Context: an optimization exercise on an open-source flow, tuned for small area. The choices shown serve that exercise and are no tape-out recipe.
Where RTL was checked, it was by simulation tests only, not by an equivalence proof against the original.
The RTL of runs 2 and 3 was laid out without a check of its function.
In every run shown here, the design's own scripts or RTL, not TritonCTS, make the clock network.
No driver is modelled on the clock port, so clock power and skew are understated where the tree is cut down; a real chip needs a root buffer or a tree.
Power figures rest on the tool's default switching activity, not on a simulated workload.

==> flow/design.v <==
`timescale 1ns/1ps
module router_fifo_ctl(
  input        clock, input resetn,
  input        push_req, input read_enb,
  output       push, output vld, output [7:0] sel
);
  reg [3:0] s;
  assign vld = s[3];
  wire full = s[3] & ~s[2] & ~s[1] & ~s[0];
  assign push = push_req & ~full;
  wire pop  = read_enb & s[3];
  wire [3:0] lo = {~s[1] & ~s[0], ~s[1] & s[0], s[1] & ~s[0], s[1] & s[0]};
  wire [1:0] hi = {s[3] & ~s[2], s[3] & s[2]};
  genvar k;
  generate for (k = 0; k < 8; k = k + 1) begin : g_sel
    assign sel[k] = hi[k >> 2] & lo[k & 3];
  end endgenerate
  wire ch = push ^ pop;    
  wire dn = push & ~pop;   
  wire [3:0] t;
  assign t[0] = ch;
  assign t[1] = ch   & (dn ? ~s[0] : s[0]);
  assign t[2] = t[1] & (dn ? ~s[1] : s[1]);
  assign t[3] = t[2] & (dn ? ~s[2] : s[2]);
  always @(posedge clock or negedge resetn)
    if (!resetn) s <= 4'd0;
    else s <= s ^ t;
endmodule
module router_aomux(input [7:0] sel, input [63:0] d, output [7:0] y);
  genvar b;
  generate for (b = 0; b < 8; b = b + 1) begin : g_bit
    wire g0 = (sel[0] & d[b])    | (sel[1] & d[8+b])  | (sel[2] & d[16+b]);
    wire g1 = (sel[3] & d[24+b]) | (sel[4] & d[32+b]) | (sel[5] & d[40+b]);
    wire g2 = (sel[6] & d[48+b]) | (sel[7] & d[56+b]);
    assign y[b] = g0 | g1 | g2;
  end endgenerate
endmodule
module router_fifo(
  input        clock, input resetn,
  input        push_req, input read_enb, input [7:0] data_in,
  output [7:0] data_out, output vld
);
  reg [7:0] q[0:7];
  wire push;
  wire [7:0] sel;
  router_fifo_ctl ctl(.clock(clock), .resetn(resetn), .push_req(push_req),
    .read_enb(read_enb), .push(push), .vld(vld), .sel(sel));
  integer i;
  always @(posedge clock) begin
    if (push) begin
      q[0] <= data_in;
      for (i = 1; i < 8; i = i + 1) q[i] <= q[i-1];
    end
  end
  router_aomux mux(.sel(sel),
    .d({q[7], q[6], q[5], q[4], q[3], q[2], q[1], q[0]}), .y(data_out));
endmodule
module router(
  input         clock, input resetn,
  input         pkt_valid, input [7:0] data_in,
  input         read_enb_0, input read_enb_1, input read_enb_2,
  output [7:0]  data_out_0, output [7:0] data_out_1, output [7:0] data_out_2,
  output        vld_out_0,  output vld_out_1,  output vld_out_2,
  output        err, output busy
);
  reg       in_pkt, err_r;
  reg [1:0] dest;
  reg [5:0] remaining;
  reg [7:0] parity_acc;
  assign busy = in_pkt;
  assign err  = err_r;
  wire [7:0] pn = data_in ^ (parity_acc & {8{in_pkt}});
  wire nz = |remaining;
  wire store = in_pkt & pkt_valid & nz;
  wire [5:0] bt;
  assign bt[0] = nz;
  assign bt[1] = bt[0] & ~remaining[0];
  assign bt[2] = bt[1] & ~remaining[1];
  assign bt[3] = bt[2] & ~remaining[2];
  assign bt[4] = bt[3] & ~remaining[3];
  assign bt[5] = bt[4] & ~remaining[4];
  always @(posedge clock) begin
    parity_acc <= pn;
    remaining  <= in_pkt ? (remaining ^ bt) : data_in[7:2];
    if (!in_pkt) dest <= data_in[1:0];
  end
  always @(posedge clock or negedge resetn) begin
    if (!resetn) begin
      in_pkt <= 1'b0; err_r <= 1'b0;
    end else begin
      in_pkt <= pkt_valid;
      err_r  <= in_pkt & ~pkt_valid & (|pn);
    end
  end
  router_fifo f0(.clock(clock), .resetn(resetn), .push_req(store & ~dest[1] & ~dest[0]),
    .read_enb(read_enb_0), .data_in(data_in), .data_out(data_out_0), .vld(vld_out_0));
  router_fifo f1(.clock(clock), .resetn(resetn), .push_req(store & ~dest[1] & dest[0]),
    .read_enb(read_enb_1), .data_in(data_in), .data_out(data_out_1), .vld(vld_out_1));
  router_fifo f2(.clock(clock), .resetn(resetn), .push_req(store & dest[1]),
    .read_enb(read_enb_2), .data_in(data_in), .data_out(data_out_2), .vld(vld_out_2));
endmodule
==> flow/flow/run.sh <==
#!/bin/bash
# ORFS layout through the standard.sh, run on a copy of the ORFS scripts
# with two of them replaced:
#  - abc_speed.script: an area-oriented ABC mapping (flow/abc_area.script);
#    flip-flop mapping, flattening and naming are untouched, so the registers
#    are exactly the standard synthesis's;
#  - cts.tcl: a two-level clock tree (flow/cts.tcl) instead of TritonCTS.
# Port buffers use the smallest buffer cell.
set -euo pipefail
here=$(pwd)
rm -rf "$here/scripts_area"
cp -r "$FLOW_HOME/scripts" "$here/scripts_area"
cp "$here/flow/abc_area.script" "$here/scripts_area/abc_speed.script"
cp "$here/flow/cts.tcl" "$here/scripts_area/cts.tcl"
export BUFFER_PORTS_ARGS="-buffer_cell sky130_fd_sc_hd__buf_1"
export FLOW_CTS_MAX_SINKS=19
bash standard.sh SCRIPTS_DIR="$here/scripts_area" > standard.log 2>&1
==> flow/flow/abc_area.script <==
&get -n
&st
&dch
&nf -a
&put
==> flow/flow/cts.tcl <==
# ORFS's cts.tcl with clock_tree_synthesis replaced by a two-level clock tree:
# the clock port drives one root buffer, which drives one leaf buffer per
# cluster of flip-flops (k-means on the placed clock pins).
utl::set_metrics_stage "cts__{}"
source $::env(SCRIPTS_DIR)/load.tcl
source $::env(SCRIPTS_DIR)/lec_check.tcl
erase_non_stage_variables cts
load_design 3_place.odb 3_place.sdc
source_step_tcl PRE CTS

repair_clock_inverters

proc save_progress { stage } {
  puts "Run 'make gui_$stage.odb' to load progress snapshot"
  orfs_write_db $::env(RESULTS_DIR)/$stage.odb
  orfs_write_sdc $::env(RESULTS_DIR)/$stage.sdc
}

set_dont_use $::env(DONT_USE_CELLS)

proc build_clock_tree { clk_port leaf_master root_master max_sinks iters } {
  set db [ord::get_db]
  set block [ord::get_db_block]
  set bterm [$block findBTerm $clk_port]
  set clk_net [$bterm getNet]
  set sinks {}
  foreach it [$clk_net getITerms] {
    lappend sinks $it
  }
  set n [llength $sinks]
  set k [expr {int(ceil(double($n) / $max_sinks))}]
  puts "clock tree: $n sinks, $k leaf buffers"
  # sink positions
  set xs {}
  set ys {}
  foreach it $sinks {
    set bb [[$it getInst] getBBox]
    lappend xs [expr {([$bb xMin] + [$bb xMax]) / 2.0}]
    lappend ys [expr {([$bb yMin] + [$bb yMax]) / 2.0}]
  }
  # initial centres: sinks sorted by y then x, evenly picked
  set order [lsort -indices -real [lmap x $xs y $ys {expr {$y * 1e7 + $x}}]]
  set cx {}
  set cy {}
  for {set c 0} {$c < $k} {incr c} {
    set i [lindex $order [expr {int(($c + 0.5) * $n / $k)}]]
    lappend cx [lindex $xs $i]
    lappend cy [lindex $ys $i]
  }
  # capacity-limited k-means: each pass assigns sinks (nearest first) to the
  # nearest centre that still has room, then moves centres to their means
  for {set it 0} {$it < $iters} {incr it} {
    set pairs {}
    for {set i 0} {$i < $n} {incr i} {
      set x [lindex $xs $i]
      set y [lindex $ys $i]
      for {set c 0} {$c < $k} {incr c} {
        set d [expr {abs($x - [lindex $cx $c]) + abs($y - [lindex $cy $c])}]
        lappend pairs [list $d $i $c]
      }
    }
    set pairs [lsort -real -index 0 $pairs]
    set assign [lrepeat $n -1]
    set fill [lrepeat $k 0]
    foreach p $pairs {
      lassign $p d i c
      if {[lindex $assign $i] >= 0} { continue }
      if {[lindex $fill $c] >= $max_sinks} { continue }
      lset assign $i $c
      lset fill $c [expr {[lindex $fill $c] + 1}]
    }
    set sx [lrepeat $k 0.0]
    set sy [lrepeat $k 0.0]
    for {set i 0} {$i < $n} {incr i} {
      set c [lindex $assign $i]
      lset sx $c [expr {[lindex $sx $c] + [lindex $xs $i]}]
      lset sy $c [expr {[lindex $sy $c] + [lindex $ys $i]}]
    }
    for {set c 0} {$c < $k} {incr c} {
      set f [lindex $fill $c]
      if {$f > 0} {
        lset cx $c [expr {[lindex $sx $c] / $f}]
        lset cy $c [expr {[lindex $sy $c] / $f}]
      }
    }
  }
  # root buffer at the centre of the leaf buffers
  set lm [$db findMaster $leaf_master]
  set rm [$db findMaster $root_master]
  set rx 0.0
  set ry 0.0
  for {set c 0} {$c < $k} {incr c} {
    set rx [expr {$rx + [lindex $cx $c]}]
    set ry [expr {$ry + [lindex $cy $c]}]
  }
  set rx [expr {int($rx / $k)}]
  set ry [expr {int($ry / $k)}]
  set root [odb::dbInst_create $block $rm "clkbuf_root"]
  $root setLocation $rx $ry
  $root setPlacementStatus PLACED
  set root_net [odb::dbNet_create $block "clknet_root"]
  $root_net setSigType CLOCK
  [$root findITerm X] connect $root_net
  set leaves {}
  for {set c 0} {$c < $k} {incr c} {
    set leaf [odb::dbInst_create $block $lm "clkbuf_leaf_$c"]
    $leaf setLocation [expr {int([lindex $cx $c])}] [expr {int([lindex $cy $c])}]
    $leaf setPlacementStatus PLACED
    set net [odb::dbNet_create $block "clknet_leaf_$c"]
    $net setSigType CLOCK
    [$leaf findITerm X] connect $net
    [$leaf findITerm A] connect $root_net
    lappend leaves $net
  }
  for {set i 0} {$i < $n} {incr i} {
    set it [lindex $sinks $i]
    $it disconnect
    $it connect [lindex $leaves [lindex $assign $i]]
  }
  [$root findITerm A] connect $clk_net
  $clk_net setSigType CLOCK
}

build_clock_tree clock sky130_fd_sc_hd__clkbuf_8 sky130_fd_sc_hd__clkbuf_8 \
  $::env(FLOW_CTS_MAX_SINKS) 20
set_propagated_clock [all_clocks]

utl::push_metrics_stage "cts__{}__pre_repair_timing"
log_cmd estimate_parasitics -placement
if { $::env(DETAILED_METRICS) } {
  report_metrics 4 "cts pre-repair-timing"
}
utl::pop_metrics_stage

set_placement_padding -global \
  -left $::env(CELL_PAD_IN_SITES_DETAIL_PLACEMENT) \
  -right $::env(CELL_PAD_IN_SITES_DETAIL_PLACEMENT)

set result [catch { detailed_placement } msg]
if { $result != 0 } {
  save_progress 4_1_error
  error "Detailed placement failed in CTS: $msg"
}

log_cmd estimate_parasitics -placement
report_clock_skew
report_checks -path_delay max -group_path_count 1

if { !$::env(SKIP_CTS_REPAIR_TIMING) } {
  repair_timing_helper

  set result [catch { detailed_placement } msg]
  if { $result != 0 } {
    save_progress 4_1_error
    error "Detailed placement failed in CTS: $msg"
  }

  check_placement -verbose
}

report_metrics 4 "cts final"

source_step_tcl POST CTS

orfs_write_db $::env(RESULTS_DIR)/4_1_cts.odb
orfs_write_sdc $::env(RESULTS_DIR)/4_cts.sdc
==> flow/standard.sh <==
#!/bin/bash
# synth_recipe.tcl (not shown) runs the flow's synth.tcl, then flattens the netlist and writes it again
# the make line also repeats each setting of config.mk as NAME=value (left out here)
make -C /OpenROAD-flow-scripts/flow DESIGN_CONFIG=/design/flow/config.mk WORK_HOME=/design/flow/orfs CLKGATE_MAP_FILE= SYNTH_SCRIPT=/design/flow/synth_recipe.tcl "${@:-finish}"
==> flow/config.mk <==
export PLATFORM = sky130hd
export DESIGN_NAME = router
export DESIGN_NICKNAME = router
export VERILOG_FILES = /design/flow/design.v
export SDC_FILE = /design/flow/constraint.sdc
export NUM_CORES = 4
export LEC_CHECK = 0
export CAP_MARGIN = 0
export CORE_MARGIN = 2
export CORE_UTILIZATION = 80
export PLACE_DENSITY = 0.85
export SETUP_SLACK_MARGIN = 0.08
export SLEW_MARGIN = 0
export SYNTH_HIERARCHICAL = 1
export SYNTH_MINIMUM_KEEP_SIZE = 0
==> flow/constraint.sdc <==
create_clock -name core_clock -period 3.2 [get_ports {clock}]
set_input_delay 0.6400 -clock core_clock [delete_from_list [all_inputs] [get_ports {clock}]]
set_output_delay 0.6400 -clock core_clock [all_outputs]
set_load 0.01 [all_outputs]
==> qor.txt, run 1 <==
Worst-path clk slew -> 0.11 ns
die area -> 10800 µm²
Final ANT Viol Nets -> 0
PD cells -> 641 nW/µm²
leading cell types in the layout, fill and taps excluded -> edfxtp_1 (194), a222oi_1 (48), buf_1 (42), nor2_1 (28), nand3_1 (26)
RSZ-0062 raised after global routing -> false
measured slew at the worst slew-check pin -> 0.893 ns
Compound-Gate Fraction of Synth Area -> 8.71%
Hold Crit Class -> input port to asynchronous set/reset pin
most common cell after layout, fill and taps aside -> edfxtp_1
Wirelength per Cell -> 23.1 µm
Post-Synthesis Net Count -> 468
CP required -> 2.56 ns
Slew Viols, Final -> 0
Worst Path Arrival -> 2.28 ns
Post-DP Area -> 8430 µm²
CP Cell Sequence -> nand2b_1, nor2_1, a222oi_1, nand3_1, buf_1
slowest cell on the critical path -> nor2_1
row count -> 36
WP depth -> 5
IO Count -> 43
outcome -> no timing/DRC/antenna violations
gr usage total -> 27.2%
Post-Synth Adder-Cell Area -> 1.25%
nets -> 534
Setup Total Neg Slack -> 0 ns
r2r endpoint -> f1.ctl.s[2]
Die X -> 104 µm
largest family of logic cells by synthesized area -> compound AO/OA/AOI/OAI gates
flops & latches, synth -> 222
Startpoint Class -> register
Avg Vias per Cell -> 7.02
overall power -> 5520 µW
Starting Density -> 82.4%
Peak VDD IR -> 516 µV
Setup Fix Bufs, Post-CTS -> 0
max cap viols -> 0
Final WS setup -> 0.277 ns
synthesis-to-finish area growth -> 7.42%
Resized cells post-CTS -> 0
Worst Setup End Kind -> output port
total gr overflow -> 0
layout cells sized above 1 -> 5.10%
post-synthesis sequential area ratio -> 80.6%
Port Buf Inserts -> 42
crit path kind -> register to output port
XOR/XNOR share of the synthesized area -> 3.28%
initial DRC count -> 749
pin count of the biggest net entering global routing -> 65
mux share of post-synthesis cell area -> 0%
Rel. slew slack -> 40.5%
R2R depth -> 7
yosys warns -> 10
drt pass-1 iters -> 7
WL final -> 14900 µm
DR DRC count -> 0
Syn Inst Count -> 446
Clk Latency, worst-skew pair -> 0.44 ns
Distinct cells, synth -> 19
mapped cell area -> 8010 µm²
initial antenna violation count -> 0
fin area -> 8610 µm²
final core occ -> 88.5%
Synth Area in Simple Gates -> 5.86%
min cycle time layout -> 2.92 ns
Peak Freq -> 342 MHz
Final Setup Violations -> 0
Syn Area/Cell -> 18.0 µm²
Tcrit/Tclk final -> 91.4%
CTS Hold Bufs -> 0
Core ar. -> 9730 µm²
chip height -> 104 µm
vias in the first global route -> 4379
Leak Pwr -> 0.00278 µW
Buf+Inv Stages, Crit Path -> 1
antenna cells -> 0
R2R Setup Slk -> 0.84 ns
first-pass GRT wire length -> 23200 µm
Fin. Hold Viols -> 0
Largest delay share family, worst path -> simple AND/OR/NAND/NOR gates
pre-CTS setup slack -> 0.734 ns
dpl hpwl -> 9720 µm
FF-to-FF Start -> in_pkt
CP peak stage delay -> 0.64 ns
Clock Skew -> 0.0165 ns
vias post-DR -> 4512
Crit Path Max Fanout -> 8
GP Congestion -> 0.801
==> registers in the layout (all words and copies together), names as in the netlist <==
| signal | flops |
|---|---|
| f2.q | 64 |
| f1.q | 64 |
| dest | 2 |
| err_r | 1 |
| f2.ctl.s | 4 |
| f0.ctl.s | 4 |
| f0.q | 64 |
| remaining | 6 |
| f1.ctl.s | 4 |
| in_pkt | 1 |
| parity_acc | 8 |
==> cell families (layout without fill, tap and decap cells) <==
| kind of cell | count (synthesis) | in the layout |
|---|---|---|
| flops | 222 | 222 |
| simple gates | 100 | 100 |
| compound gates | 79 | 79 |
| xor+xnor | 30 | 30 |
| fa+ha+maj | 8 | 8 |
| buf+inv | 7 | 71 |
==> cells in the mapped netlist, drive strengths merged <==
cell / instances / area, µm²
a22oi: 24 / 180
xnor2: 21 / 184
nor4: 6 / 37.5
edfxtp: 194 / 5830
nor3b: 1 / 7.51
nor3: 10 / 50.1
a222oi: 48 / 480
a211oi: 1 / 7.51
clkinv: 7 / 26.3
nand2b: 9 / 56.3
nor2: 28 / 105
ha: 8 / 100
dfrtp: 14 / 350
nor2b: 3 / 18.8
a21oi: 6 / 30.0
dfxtp: 14 / 280
xor2: 9 / 78.8
nand2: 17 / 63.8
nand3: 26 / 130
==> per-module statistics from Yosys (local to each module, per instance) <==
module           cells inside  flip-flops and latches  times used
router_aomux               32                       0           3
router_fifo                64                      64           3
router_fifo_ctl            30                       4           3
router                     68                      18           1
==> metal layers <==
| layer | GRT usage, % | share of wire [%] |
|---|---|---|
| met2 | 44.9 | 49 |
| met3 | 3.57 | 11 |
| met1 | 40.0 | 37 |
| met5 | 0 | 0 |
| met4 | 6.47 | 2.6 |
==> worst register-to-register path, delay by kind of cell, from the launching register on <==
| family | cells | cell delay, ns |
|---|---|---|
| xor+xnor | 2 | 0.36 |
| fa+ha+maj | 1 | 0.26 |
| simple gates | 4 | 1.05 |
| flops | 1 | 0.62 |
==> through the flow <==
| stage | cells | hold WS, ns |
|---|---|---|
| global placement | 630 | 0.429 |
| CTS | 643 | 0.326 |
| floorplan | 446 | 0.344 |
| global route | 643 | 0.322 |
| finish | 643 | 0.300 |
| detailed placement | 630 | 0.434 |
==> final cells by class <==
| type | instances | area, µm² |
|---|---|---|
| timing repair buffer | 51 | 225 |
| fill | 417 | 1120 |
| tap | 133 | 166 |
| inverter | 7 | 26.3 |
| multi-input combinational | 217 | 1550 |
| sequential | 222 | 6460 |
| buffer | 13 | 179 |
==> how the worst max path moves through the flow <==
stage | start | end
floorplan | pkt_valid | f1.ctl.s[3]
global placement | pkt_valid | f1.q[5][5]
detailed placement | pkt_valid | f1.ctl.s[3]
CTS | f0.ctl.s[2] | data_out_0[3]
global route | f2.ctl.s[0] | data_out_2[6]
finish | f1.ctl.s[0] | data_out_1[1]
==> report_power, final <==
group          switching [µW]  total [µW]  internal, µW  leakage, µW
Sequential                180        3490          3310      0.00206
Combinational             576         931           355     0.000629
Clock                     733        1100           367    0.0000935
Total                    1490        5520          4030      0.00278
==> run 2, diff against run 1 <==
--- a/flow/design.v
+++ b/flow/design.v
@@ -66,21 +66,21 @@
   reg       in_pkt, err_r;
   reg [1:0] dest;
-  reg [5:0] remaining;
+  reg [5:0] rem_n;   
   reg [7:0] parity_acc;
   assign busy = in_pkt;
   assign err  = err_r;
   wire [7:0] pn = data_in ^ (parity_acc & {8{in_pkt}});
-  wire nz = |remaining;
+  wire nz = ~&rem_n;
   wire store = in_pkt & pkt_valid & nz;
-  wire [5:0] bt;
-  assign bt[0] = nz;
-  assign bt[1] = bt[0] & ~remaining[0];
-  assign bt[2] = bt[1] & ~remaining[1];
-  assign bt[3] = bt[2] & ~remaining[2];
-  assign bt[4] = bt[3] & ~remaining[3];
-  assign bt[5] = bt[4] & ~remaining[4];
+  wire [5:0] ct;
+  assign ct[0] = nz;
+  assign ct[1] = ct[0] & rem_n[0];
+  assign ct[2] = ct[1] & rem_n[1];
+  assign ct[3] = ct[2] & rem_n[2];
+  assign ct[4] = ct[3] & rem_n[3];
+  assign ct[5] = ct[4] & rem_n[4];
   always @(posedge clock) begin
     parity_acc <= pn;
-    remaining  <= in_pkt ? (remaining ^ bt) : data_in[7:2];
+    rem_n      <= in_pkt ? (rem_n ^ ct) : ~data_in[7:2];
     if (!in_pkt) dest <= data_in[1:0];
   end
==> qor.txt, run 2 <==
outcome -> no timing/DRC/antenna violations
synthesis-to-finish area growth -> 7.70%
dpl hpwl -> 10400 µm (+7.3%)
Die X -> 104 µm (-0.10%)
Starting Density -> 82.2% (-0.17 points)
min cycle time layout -> 2.93 ns (+0.00735 ns)
Peak VDD IR -> 538 µV (+4.3%)
Distinct cells, synth -> 20 (+1)
Setup Fix Bufs, Post-CTS -> 0 (unchanged)
Final Setup Violations -> 0 (unchanged)
initial DRC count -> 692 (-7.6%)
WP depth -> 5 (unchanged)
Crit Path Max Fanout -> 8 (unchanged)
antenna cells -> 0 (unchanged)
row count -> 36 (unchanged)
Setup Total Neg Slack -> 0 ns (unchanged)
CP Cell Sequence -> nand2b_1, nor2_1, a222oi_1, nand3_1, buf_1
drt pass-1 iters -> 7 (unchanged)
Synth top area share -> 72.9% (+0.15 points)
CP required -> 2.56 ns (about the same)
CTS Hold Bufs -> 0 (unchanged)
Core ar. -> 9730 µm² (unchanged)
post-synthesis sequential area ratio -> 80.7% (+0.16 points)
die area -> 10800 µm² (-0.20%)
Avg Vias per Cell -> 7.13 (+1.6%)
Fin. Hold Viols -> 0 (unchanged)
initial antenna violation count -> 0 (unchanged)
Post-Place Cells -> 628 (-0.32%)
Clock Skew -> 0.0167 ns (+0.000205 ns)
synth top area cells -> edfxtp_1 (73%), a222oi_1 (6.0%), dfrtp_1 (4.4%)
final core occ -> 88.5% (about the same)
Port Buf Inserts -> 42 (unchanged)
Regs by FF count -> f0.q (64), f1.q (64), f2.q (64)
final cell count without fillers -> 641 (-0.31%)
DR DRC count -> 0 (unchanged)
gr usage total -> 28.3% (+1.1 points)
Leak Pwr -> 0.00280 µW (+0.57%)
measured slew at the worst slew-check pin -> 0.977 ns (+0.0841 ns)
Worst-path clk slew -> 0.11 ns (about the same)
Post-Synthesis Net Count -> 463 (-1.1%)
Clk Latency, worst-skew pair -> 0.47 ns (+0.03 ns)
Slew Viols, Final -> 0 (unchanged)
Buf+Inv Stages, Crit Path -> 1 (unchanged)
Startpoint Class -> register
Worst Setup End Kind -> output port
crit path kind -> register to output port
chip height -> 104 µm (-0.10%)
mapped cell area -> 8000 µm² (-0.20%)
CP peak stage delay -> 0.57 ns (-0.07 ns)
vias post-DR -> 4572 (+1.3%)
leading cell types in the layout, fill and taps excluded -> edfxtp_1 (194), a222oi_1 (48), buf_1 (42), nand3_1 (26), a22oi_1 (24)
most instantiated cells after synthesis -> edfxtp_1 (194), a222oi_1 (48), nand3_1 (26)
count leader, synth -> edfxtp_1
R2R depth -> 8 (+1)
nets -> 532 (-0.37%)
area leader, netlist -> edfxtp_1
Rel. slew slack -> 34.9% (-5.6 points)
pin count of the biggest net entering global routing -> 65 (unchanged)
Peak Freq -> 341 MHz (-0.25%)
flops & latches, synth -> 222 (unchanged)
IO Count -> 43 (unchanged)
Syn Inst Count -> 441 (-1.1%)
WL final -> 15500 µm (+4.2%)
total gr overflow -> 0 (unchanged)
vias in the first global route -> 4432 (+1.2%)
prevailing post-synth register cell -> edfxtp_1
Wirelength per Cell -> 24.2 µm (+4.5%)
Resized cells post-CTS -> 0 (unchanged)
GP Congestion -> 0.815 (+1.7%)
max cap viols -> 0 (unchanged)
Async SR Flop Fraction -> 6.31% (unchanged)
Hold Crit Class -> input port to asynchronous set/reset pin
Largest delay share family, worst path -> simple AND/OR/NAND/NOR gates
layout cells sized above 1 -> 5.51% (+0.41 points)
Syn Area/Cell -> 18.1 µm² (+0.93%)
Worst Path Arrival -> 2.29 ns (about the same)
PD cells -> 642 nW/µm² (+0.16%)
slowest cell on the critical path -> nor2_1
yosys warns -> 10 (unchanged)
Tcrit/Tclk final -> 91.6% (+0.23 points)
RSZ-0062 raised after global routing -> false
first-pass GRT wire length -> 23900 µm (+2.9%)
most common cell after layout, fill and taps aside -> edfxtp_1
Final ANT Viol Nets -> 0 (unchanged)
Post-synth EDFFs -> 194 (unchanged)
[run 2: changes by cell type after synthesis, sizes merged, moves of 5 or more]
| cell | before | now |
|---|---|---|
| a21oi | 6 | 0 |
| clkinv | 7 | 2 |
| nand2 | 17 | 23 |
| nor2 | 28 | 22 |
| o21ai | 0 | 6 |
[run 2: logic make-up after synthesis]
logic type	after synthesis	synth area share, %
AND/OR/NAND/NOR	100	5.90
adder cells (fa/ha/maj)	8	1.25
AO/OA/AOI/OAI	79	8.73
flip-flops	222	80.7
XOR/XNOR	30	3.29
buffers and inverters	2	0.0939
[run 2: final cells by class]
| class | count | area (µm²) |
|---|---|---|
| plain buffers | 13 | 179 |
| fillers | 403 | 1120 |
| inverters | 2 | 7.51 |
| multi-input cells | 217 | 1560 |
| flip-flops and latches | 222 | 6460 |
| well taps | 133 | 166 |
| repair buffers | 54 | 248 |
[run 2: per-stage QoR]
stage                     area (µm²)  hold slack [ns]  setup slack (ns)  power (µW)
final                           8610            0.300             0.269        5530
after detailed placement        8430            0.433             0.803        4450
after global routing            8610            0.327             0.179        5710
after CTS                       8610            0.299             0.318        5520
after floorplan                 8020            0.344            0.0282        4090
after global placement          8430            0.428             0.873        4360
[run 2: power breakdown]
part           leakage, µW  switching, µW  internal [µW]
registers          0.00206            189           3310
logic             0.000643            570            344
clock network    0.0000935            755            365
[run 2: routing by layer]
layer  track usage, %  wire (µm)
met1             41.8       5780
met2             47.5       7700
met3             3.20       1670
met4             5.89        360
met5                0          0
[run 2: worst paths after layout]
path | from | endpoint | slack (ns)
worst min-delay path | resetn | f1.ctl.s[0] | 0.30
min in group core_clock | pkt_valid | in_pkt | 0.33
worst max-delay path | f1.ctl.s[1] | data_out_1[0] | 0.27
max in group asynchronous | resetn | f0.ctl.s[2] | 2.31
worst max register to register | f1.ctl.s[2] | f1.ctl.s[3] | 0.73
worst min register to register | f2.q[4][7] | f2.q[5][7] | 0.44
[run 2: per-module statistics from Yosys (local to each module, per instance)]
module           flops+latches  cells inside  cell area, µm²
router_fifo_ctl              4            30             258
router_aomux                 0            32             260
router                      18            63             677
router_fifo                 64            64            1920
==> run 3, diff against run 2 <==
--- a/flow/config.mk
+++ b/flow/config.mk
@@ -12,4 +12,2 @@
 export SETUP_SLACK_MARGIN = 0.08
 export SLEW_MARGIN = 0
-export SYNTH_HIERARCHICAL = 1
-export SYNTH_MINIMUM_KEEP_SIZE = 0
==> qor.txt, run 3 <==
outcome -> no timing/DRC/antenna violations
die area -> 10800 µm² (-0.25%)
R2R depth -> 5 (-3)
Peak Freq -> 336 MHz (-1.5%)
synthesis-to-finish area growth -> 8.75%
most instantiated cells after synthesis -> edfxtp_1 (194), a222oi_1 (48), nand2_1 (26), nand3_1 (26), a22oi_1 (24)
antenna cells -> 0 (unchanged)
Port Buf Inserts -> 42 (unchanged)
flops & latches, synth -> 222 (unchanged)
fin area -> 8670 µm² (+0.71%)
crit path kind -> register to output port
total gr overflow -> 0 (unchanged)
slowest cell on the critical path -> dfrtp_1
Buf+Inv Stages, Crit Path -> 1 (unchanged)
Avg Vias per Cell -> 7.17 (+0.56%)
area leader, netlist -> edfxtp_1
prevailing post-synth register cell -> edfxtp_1
Layout fillers -> 365 (-9.4%)
r2r endpoint -> f1.q[4][2]
Clock Skew -> 0.0180 ns (+0.00125 ns)
Hold Crit Class -> input port to asynchronous set/reset pin
pin count of the biggest net entering global routing -> 65 (unchanged)
Post-Synthesis Net Count -> 457 (-1.3%)
Syn Inst Count -> 435 (-1.4%)
Worst Setup End Kind -> output port
Syn Area/Cell -> 18.3 µm² (+1.1%)
dpl hpwl -> 10500 µm (+0.70%)
Final Setup Violations -> 0 (unchanged)
Distinct cells, synth -> 20 (unchanged)
initial DRC count -> 741 (+7.1%)
yosys warns -> 4 (-6)
CP peak stage delay -> 0.62 ns (+0.05 ns)
vias in the first global route -> 4459 (+0.61%)
Regs by FF count -> f0.q (64), f1.q (64), f2.q (64)
RSZ-0062 raised after global routing -> false
CP Cell Sequence -> nand2_1, nor2_1, a222oi_1, nand3_1, buf_1
max cap viols -> 0 (unchanged)
Tcrit/Tclk final -> 93.0% (+1.4 points)
row count -> 36 (unchanged)
Crit Path Max Fanout -> 8 (unchanged)
Core ar. -> 9730 µm² (unchanged)
first-pass GRT wire length -> 25100 µm (+4.9%)
Fin. Hold Viols -> 0 (unchanged)
Worst Path Arrival -> 2.33 ns (+0.04 ns)
chip height -> 104 µm (-0.13%)
Wirelength per Cell -> 24.9 µm (+3.1%)
Resized cells post-CTS -> 0 (unchanged)
CP startpoint -> f2.ctl.s[0]
PD cells -> 642 nW/µm² (about the same)
Startpoint Class -> register
mapped cell area -> 7980 µm² (-0.27%)
WL final -> 15900 µm (+2.6%)
Synth top area share -> 73.0% (+0.19 points)
Peak VDD IR -> 462 µV (-14%)
CP required -> 2.56 ns (about the same)
measured slew at the worst slew-check pin -> 0.908 ns (-0.0689 ns)
worst hold slack -> 0.272 ns (-0.0283 ns)
count leader, synth -> edfxtp_1
final core occ -> 89.1% (+0.63 points)
Worst-path clk slew -> 0.12 ns (about the same)
most common cell after layout, fill and taps aside -> edfxtp_1
leading cell types in the layout, fill and taps excluded -> edfxtp_1 (194), a222oi_1 (48), buf_1 (42), nand2_1 (26), nand3_1 (25)
IO Count -> 43 (unchanged)
Slew Viols, Final -> 0 (unchanged)
initial antenna violation count -> 0 (unchanged)
min cycle time layout -> 2.97 ns (+0.0437 ns)
Largest delay share family, worst path -> simple AND/OR/NAND/NOR gates
Leak Pwr -> 0.00280 µW (+0.29%)
gr usage total -> 30.0% (+1.7 points)
GP Congestion -> 0.811 (-0.55%)
drt pass-1 iters -> 9 (+2)
WP depth -> 5 (unchanged)
R2R Setup Slk -> 0.95 ns (+0.22 ns)
nets -> 529 (-0.56%)
layout cells sized above 1 -> 7.52% (+2.0 points)
CTS Hold Bufs -> 0 (unchanged)
FF-to-FF Start -> f1.ctl.s[2]
Rel. slew slack -> 39.4% (+4.6 points)
Setup Fix Bufs, Post-CTS -> 0 (unchanged)
Clk Latency, worst-skew pair -> 0.45 ns (-0.02 ns)
Starting Density -> 82.0% (-0.22 points)
post-synthesis sequential area ratio -> 81.0% (+0.22 points)
Post-DP Area -> 8490 µm² (+0.73%)
Async SR Flop Fraction -> 6.31% (unchanged)
synth top area cells -> edfxtp_1 (73%), a222oi_1 (6.0%), dfrtp_1 (4.4%)
vias post-DR -> 4576 (+0.087%)
Post-synth EDFFs -> 194 (unchanged)
Die X -> 104 µm (-0.13%)
DR DRC count -> 0 (unchanged)
Final ANT Viol Nets -> 0 (unchanged)
run 3: changes by cell type after synthesis, sizes merged:
cell,before,now
nor3b,1,5
nand2,23,26
nor2b,3,0
clkinv,2,1
nor4,5,3
nand2b,9,7
nor3,10,9
nor4b,0,1
nor2,22,17
run 3: report_power, final:
part / leakage (µW) / internal (µW) / total, µW / switching, µW
clock: 0.0000935 / 367 / 1130 / 768
combinational: 0.000653 / 357 / 914 / 558
sequential: 0.00206 / 3310 / 3520 / 210
run 3: how the worst max path moves through the flow:
| stage | end | slack [ns] |
|---|---|---|
| after floorplan | f1.ctl.s[3] | -0.85 |
| after global placement | f1.q[4][6] | 0.90 |
| after detailed placement | data_out_0[1] | 0.79 |
| after CTS | data_out_2[3] | 0.26 |
| after global routing | data_out_2[3] | 0.09 |
| final | data_out_2[3] | 0.23 |
run 3: metal layers:
layer	routed length (µm)	vias to the layer above	GRT usage (%)
met4	409	0	8.40
met5	0	-	0
met3	1620	37	2.83
met2	7990	317	49.9
met1	5890	2264	44.2
li1	-	1958	-
run 3: cells by family (layout without fill, tap and decap cells):
| kind of cell | after synthesis | after routing | synth area share, % |
|---|---|---|---|
| DFF | 222 | 222 | 81.0 |
| and+or+nand+nor | 95 | 95 | 5.69 |
| AOI/OAI and AO/OA | 79 | 79 | 8.75 |
| xor gates and xnor gates | 30 | 30 | 3.29 |
| adders and majority gates | 8 | 8 | 1.26 |
| buffers and inverters | 1 | 71 | 0.0470 |
run 3: through the flow:
step / worst slack (ns) / instances / TNS, ns / total power [µW]
CTS: 0.259 / 638 / 0 / 5550
detailed placement: 0.788 / 625 / 0 / 4470
floorplan: -0.851 / 435 / -29.89 / 4100
global route: 0.0854 / 638 / 0 / 5760
finish: 0.226 / 638 / 0 / 5570
global placement: 0.895 / 625 / 0 / 4370
run 3: cell type report:
type | instances | area (µm²) | share of cell area [%]
Buffer | 13 | 179 | 2.06
Inverter | 1 | 3.75 | 0.0433
Multi-Input combinational cell | 212 | 1600 | 18.4
Sequential cell | 222 | 6460 | 74.5
Tap cell | 133 | 166 | 1.92
Timing Repair Buffer | 57 | 270 | 3.12
run 3: worst reg2reg max path, stage by stage (launching register included):
cell,delay (ns)
dfrtp_1,0.45
nand2b_1,0.21
nor3_1,0.09
buf_4,0.16
nor4b_4,0.28
buf_4,0.67

[re-timing with driven ports]
The flow's constraints put no driver on any port. The routed layouts listed below were extracted and timed again, unchanged, in two steps.
Step 1: set_driving_cell puts a clkbuf_16 on clock and a buf_2 on each other input, an assumption about the parent block.
Step 2, shift: input delay + t, output delay - t, t = (earliest + latest rising clock arrival at the registers) / 2. This alone moves slack from input paths to output paths.
Slacks: ideal / step 1 / step 2; pairs: ideal / step 1.
| run | t (ns) | setup WS [ns] | worst hold slack (ns) |
|---|---|---|---|
| run 1 | 0.460 | 0.277 / 0.245 / 0.705 | 0.300 / 0.299 / 0.450 |
| run 2 | 0.492 | 0.269 / 0.234 / 0.726 | 0.300 / 0.295 / 0.445 |
| run 3 | 0.482 | 0.226 / 0.191 / 0.673 | 0.272 / 0.261 / 0.448 |
After both steps setup and hold are still met in every run listed.
